This design comes from an exercise in tuning for small area and a short achievable clock period on the open sky130 flow, not from production work.
RTL that was checked went through simulation tests only; none was proved equivalent to the original.
Power figures rest on the tool's default switching activity, not on a simulated workload.

== the baseline ==
## MAC
module MAC(clk, reset, X, Y, reg_Pro);
  input clk, reset;
  input [7:0] X;
  input [7:0] Y;
  output reg [15:0] reg_Pro;
  wire p00_d = ~(X[0] & Y[0]);
  wire p01_d = ~(X[0] & Y[1]);
  wire p02_d = ~(X[0] & Y[2]);
  wire p03_d = ~(X[0] & Y[3]);
  wire p04_d = ~(X[0] & Y[4]);
  wire p05_d = ~(X[0] & Y[5]);
  wire p06_d = ~(X[0] & Y[6]);
  wire p07_d = ~(X[0] & Y[7]);
  wire p10_d = ~(X[1] & Y[0]);
  wire p11_d = ~(X[1] & Y[1]);
  wire p12_d = ~(X[1] & Y[2]);
  wire p13_d = ~(X[1] & Y[3]);
  wire p14_d = ~(X[1] & Y[4]);
  wire p15_d = ~(X[1] & Y[5]);
  wire p16_d = ~(X[1] & Y[6]);
  wire p17_d = ~(X[1] & Y[7]);
  wire p20_d = ~(X[2] & Y[0]);
  wire p21_d = ~(X[2] & Y[1]);
  wire p22_d = ~(X[2] & Y[2]);
  wire p23_d = ~(X[2] & Y[3]);
  wire p24_d = ~(X[2] & Y[4]);
  wire p25_d = ~(X[2] & Y[5]);
  wire p26_d = ~(X[2] & Y[6]);
  wire p27_d = ~(X[2] & Y[7]);
  wire p30_d = ~(X[3] & Y[0]);
  wire p31_d = ~(X[3] & Y[1]);
  wire p32_d = ~(X[3] & Y[2]);
  wire p33_d = ~(X[3] & Y[3]);
  wire p34_d = ~(X[3] & Y[4]);
  wire p35_d = ~(X[3] & Y[5]);
  wire p36_d = ~(X[3] & Y[6]);
  wire p37_d = ~(X[3] & Y[7]);
  wire p40_d = ~(X[4] & Y[0]);
  wire p41_d = ~(X[4] & Y[1]);
  wire p42_d = ~(X[4] & Y[2]);
  wire p43_d = ~(X[4] & Y[3]);
  wire p44_d = ~(X[4] & Y[4]);
  wire p45_d = ~(X[4] & Y[5]);
  wire p46_d = ~(X[4] & Y[6]);
  wire p47_d = ~(X[4] & Y[7]);
  wire p50_d = ~(X[5] & Y[0]);
  wire p51_d = ~(X[5] & Y[1]);
  wire p52_d = ~(X[5] & Y[2]);
  ...
==> flow/config.mk <==
export PLATFORM = sky130hd
export DESIGN_NAME = MAC
export DESIGN_NICKNAME = MAC
export VERILOG_FILES = /design/flow/design.v
export SDC_FILE = /design/flow/constraint.sdc
export NUM_CORES = 4
export LEC_CHECK = 0
export CAP_MARGIN = 20
export CORE_MARGIN = 2
export CORE_UTILIZATION = 40
export SETUP_SLACK_MARGIN = 2.85
export SLEW_MARGIN = 20
export SYNTH_HIERARCHICAL = 1
export SYNTH_MINIMUM_KEEP_SIZE = 0
==> flow/constraint.sdc <==
create_clock -name core_clock -period 5.5 [get_ports {clk}]
set_input_delay 1.1000 -clock core_clock [delete_from_list [all_inputs] [get_ports {clk}]]
set_output_delay 1.1000 -clock core_clock [all_outputs]
set_load 0.01 [all_outputs]
standard.sh (not shown) runs the stock make flow with config.mk's settings and CLKGATE_MAP_FILE= SYNTH_SCRIPT=/design/flow/synth_recipe.tcl, a recipe that flattens the netlist after the stock synthesis.
==> flow/flow/run.sh <==
#!/bin/bash
# The standard layout (standard.sh) with two changes:
#  - the port buffers that placement inserts start as the smallest buffer;
#  - after the standard synthesis, combinational cells that abc sized up are set back to
#    drive strength 1 (same function and pins), before floorplan; the flow's repair steps
#    size up again the ones that need it. Registers are not touched.
set -euo pipefail
RES=$PWD/orfs/results/$FLOW_PLATFORM/MAC/base
ARGS=("BUFFER_PORTS_ARGS=-buffer_cell sky130_fd_sc_hd__buf_1")
bash standard.sh "${ARGS[@]}" $RES/1_2_yosys.v > synth.log 2>&1
python3 flow/downsize.py $RES/1_2_yosys.v > downsize.log 2>&1
bash standard.sh "${ARGS[@]}" finish > layout.log 2>&1
==> flow/flow/downsize.py <==
# Set abc-upsized combinational cells of the synthesized netlist back to drive strength 1.
import re,sys,collections
path=sys.argv[1]
lib=open('/OpenROAD-flow-scripts/flow/platforms/sky130hd/lib/sky130_fd_sc_hd__tt_025C_1v80.lib').read()
cells=set(re.findall(r'cell \("(sky130_fd_sc_hd__\w+)"\)',lib))
KEEP=('df','dl','sdf','edf','conb','clk','tap','fill','decap','diode','buf','inv','lpflow','probe','ebuf','einv','mux2i')
v=open(path).read()
cnt=collections.Counter()
def sub(m):
    name,base,size=m.group(0),m.group(1),m.group(2)
    short=base.replace('sky130_fd_sc_hd__','')
    if size=='1' or any(short.startswith(k) for k in KEEP): return name
    new='%s_1'%base
    if new not in cells: return name
    cnt[name+' -> '+new]+=1
    return new
v2=re.sub(r'\b(sky130_fd_sc_hd__[a-z0-9]+)_(\d+)\b(?=\s+\S+\s*\()',sub,v)
open(path,'w').write(v2)
for k,n in sorted(cnt.items()): print(n,k)
[inputs] the candidate vs the baseline
--- a/flow/design.v
+++ b/flow/design.v
@@ -23,22 +23,12 @@
 output sum ,carry );
 wire t;
 g_xor2 x0 (a, b, t);
 g_xor2 x1 (t, cin, sum);
 g_maj3 m0 (a, b, cin, carry);
 endmodule
-module fullAdderFN (input a ,b ,cin ,
-output sum ,carry );
-wire t, n0, n1, n2;
-g_xor2 x0 (a, b, t);
-g_xor2 x1 (t, cin, sum);
-g_nand2 m0 (a, b, n0);
-g_nand2 m1 (b, cin, n1);
-g_nand2 m2 (a, cin, n2);
-g_nand3 m3 (n0, n1, n2, carry);
-endmodule
 module adder4( a ,b ,cin, sum ,carry );
 output [3:0] sum ;
 output carry ;
 input [3:0] a ;
 input [3:0] b ;
 input cin;
@@ -439,53 +429,53 @@
   wire d1 = dg1[3] | (dt1[3] & dg1[2]) | (dt1[3] & dt1[2] & dg1[1]) | (dt1[3] & dt1[2] & dt1[1] & dg1[0]);
   wire [3:0] dg2 = row1[11:8] & row2[11:8];
   wire [3:0] dt2 = row1[11:8] | row2[11:8];
   wire d2 = dg2[3] | (dt2[3] & dg2[2]) | (dt2[3] & dt2[2] & dg2[1]) | (dt2[3] & dt2[2] & dt2[1] & dg2[0]);
   wire [15:4] cs_s, cs_c;
   wire cs_sn4, cs_cn4;
-  fullAdderF u_cs4(s33, c32, ~reg_Pro[4], cs_sn4, cs_cn4);
+  fullAdder u_cs4(~reg_Pro[4], s33, c32, cs_sn4, cs_cn4);
   assign cs_s[4] = ~cs_sn4;
   assign cs_c[4] = ~cs_cn4;
   wire cs_sn5, cs_cn5;
-  fullAdderF u_cs5(s34, c33, ~reg_Pro[5], cs_sn5, cs_cn5);
+  fullAdder u_cs5(~reg_Pro[5], s34, c33, cs_sn5, cs_cn5);
   assign cs_s[5] = ~cs_sn5;
   assign cs_c[5] = ~cs_cn5;
   wire cs_sn6, cs_cn6;
-  fullAdderF u_cs6(s35, c34, ~reg_Pro[6], cs_sn6, cs_cn6);
+  fullAdder u_cs6(~reg_Pro[6], s35, c34, cs_sn6, cs_cn6);
   assign cs_s[6] = ~cs_sn6;
   assign cs_c[6] = ~cs_cn6;
   wire cs_sn7, cs_cn7;
-  fullAdderF u_cs7(s36, c35, ~reg_Pro[7], cs_sn7, cs_cn7);
+  fullAdder u_cs7(~reg_Pro[7], s36, c35, cs_sn7, cs_cn7);
   assign cs_s[7] = ~cs_sn7;
   assign cs_c[7] = ~cs_cn7;
   wire cs_sn8, cs_cn8;
-  fullAdderF u_cs8(s37, c36, ~reg_Pro[8], cs_sn8, cs_cn8);
+  fullAdder u_cs8(~reg_Pro[8], s37, c36, cs_sn8, cs_cn8);
   assign cs_s[8] = ~cs_sn8;
   assign cs_c[8] = ~cs_cn8;
   wire cs_sn9, cs_cn9;
-  fullAdderF u_cs9(s38, c37, ~reg_Pro[9], cs_sn9, cs_cn9);
+  fullAdder u_cs9(~reg_Pro[9], s38, c37, cs_sn9, cs_cn9);
   assign cs_s[9] = ~cs_sn9;
   assign cs_c[9] = ~cs_cn9;
   wire cs_sn10, cs_cn10;
-  fullAdderF u_cs10(s39, c38, ~reg_Pro[10], cs_sn10, cs_cn10);
+  fullAdder u_cs10(~reg_Pro[10], s39, c38, cs_sn10, cs_cn10);
   assign cs_s[10] = ~cs_sn10;
   assign cs_c[10] = ~cs_cn10;
   wire cs_sn11, cs_cn11;
-  fullAdderF u_cs11(s40, c39, ~reg_Pro[11], cs_sn11, cs_cn11);
+  fullAdder u_cs11(~reg_Pro[11], s40, c39, cs_sn11, cs_cn11);
   assign cs_s[11] = ~cs_sn11;
   assign cs_c[11] = ~cs_cn11;
   wire cs_sn12, cs_cn12;
-  fullAdderF u_cs12(s41, c40, ~reg_Pro[12], cs_sn12, cs_cn12);
+  fullAdder u_cs12(~reg_Pro[12], s41, c40, cs_sn12, cs_cn12);
   assign cs_s[12] = ~cs_sn12;
   assign cs_c[12] = ~cs_cn12;
   wire cs_sn13, cs_cn13;
-  fullAdderF u_cs13(s42, c41, ~reg_Pro[13], cs_sn13, cs_cn13);
+  fullAdder u_cs13(~reg_Pro[13], s42, c41, cs_sn13, cs_cn13);
   assign cs_s[13] = ~cs_sn13;
   assign cs_c[13] = ~cs_cn13;
   wire cs_sn14, cs_cn14;
-  fullAdderF u_cs14(p77, c42, ~reg_Pro[14], cs_sn14, cs_cn14);
+  fullAdder u_cs14(~reg_Pro[14], p77, c42, cs_sn14, cs_cn14);
   assign cs_s[14] = ~cs_sn14;
   assign cs_c[14] = ~cs_cn14;
   assign cs_s[15] = reg_Pro[15];
   assign cs_c[15] = 1'b0;
   wire cs_sn15 = ~reg_Pro[15];
   wire cs_cn15 = 1'b1;
@@ -703,18 +693,6 @@
 module g_or2 (input a, b, output y);
   assign y = a | b;
 endmodule
 module g_maj3 (input a, b, c, output y);
   assign y = (a & b) | (b & c) | (c & a);
 endmodule
-module g_a21boi (input a1, a2, b1n, output y);
-  assign y = ~((a1 & a2) | ~b1n);
-endmodule
-module g_o21bai (input a1, a2, b1n, output y);
-  assign y = ~((a1 | a2) & ~b1n);
-endmodule
-module g_nor2b (input a, bn, output y);
-  assign y = ~(a | ~bn);
-endmodule
-module g_nand3 (input a, b, c, output y);
-  assign y = ~(a & b & c);
-endmodule
Findings:
- Looking at setup slack of the most critical reg-to-reg path, the candidate sits 0.03 ns below the baseline.
- Compared with the baseline, in the candidate power dropped 40 uW; number of nets in the finished design has decreased; share of cell area taken by multi-input logic gates went down 0.82 points.
- Going from the baseline to the candidate, the met3 layer wire length in the routed design was found to have gone up by about 4%.
- Diff the baseline -> the candidate: final cell count went down about 4.4%; synthesized net count went down about 2.6%; area overhead of the layout relative to synthesis held.
- Wire length of the first global-routing pass came out lower on the candidate than on the baseline.
No functional check of the RTL was part of the baseline.

-- separate check: timing with driven ports --
Ports are ideal in the flow. The routed layouts listed here were re-timed in OpenROAD.
Step 1 sets driving cells, clkbuf_16 on the clock port and buf_2 on the other inputs (assumed; they add their load-dependent delay and slew).
Step 2 adds t to the input delays and takes it off the output delays; t is the mean of the earliest and latest rising clock arrival at the registers after step 1. Input paths then give back, and output paths get back, about the clock's delay inside the block.
Slacks: ideal / step 1 / step 2; pairs: ideal / step 1.
run | shift t [ns] | setup slack, ns | worst data-port slew with drivers (ns) | pins driven straight from the clock port
the baseline | 0.308 | 2.951 / 2.957 / 2.649 | 0.03 | 1
the candidate | 0.314 | 2.954 / 2.962 / 2.648 | 0.03 | 1
After both steps setup and hold are still met in every run listed. The setup slack of the candidate, which loses most, moves by +0.008 ns with the drivers and by -0.306 ns with both steps.
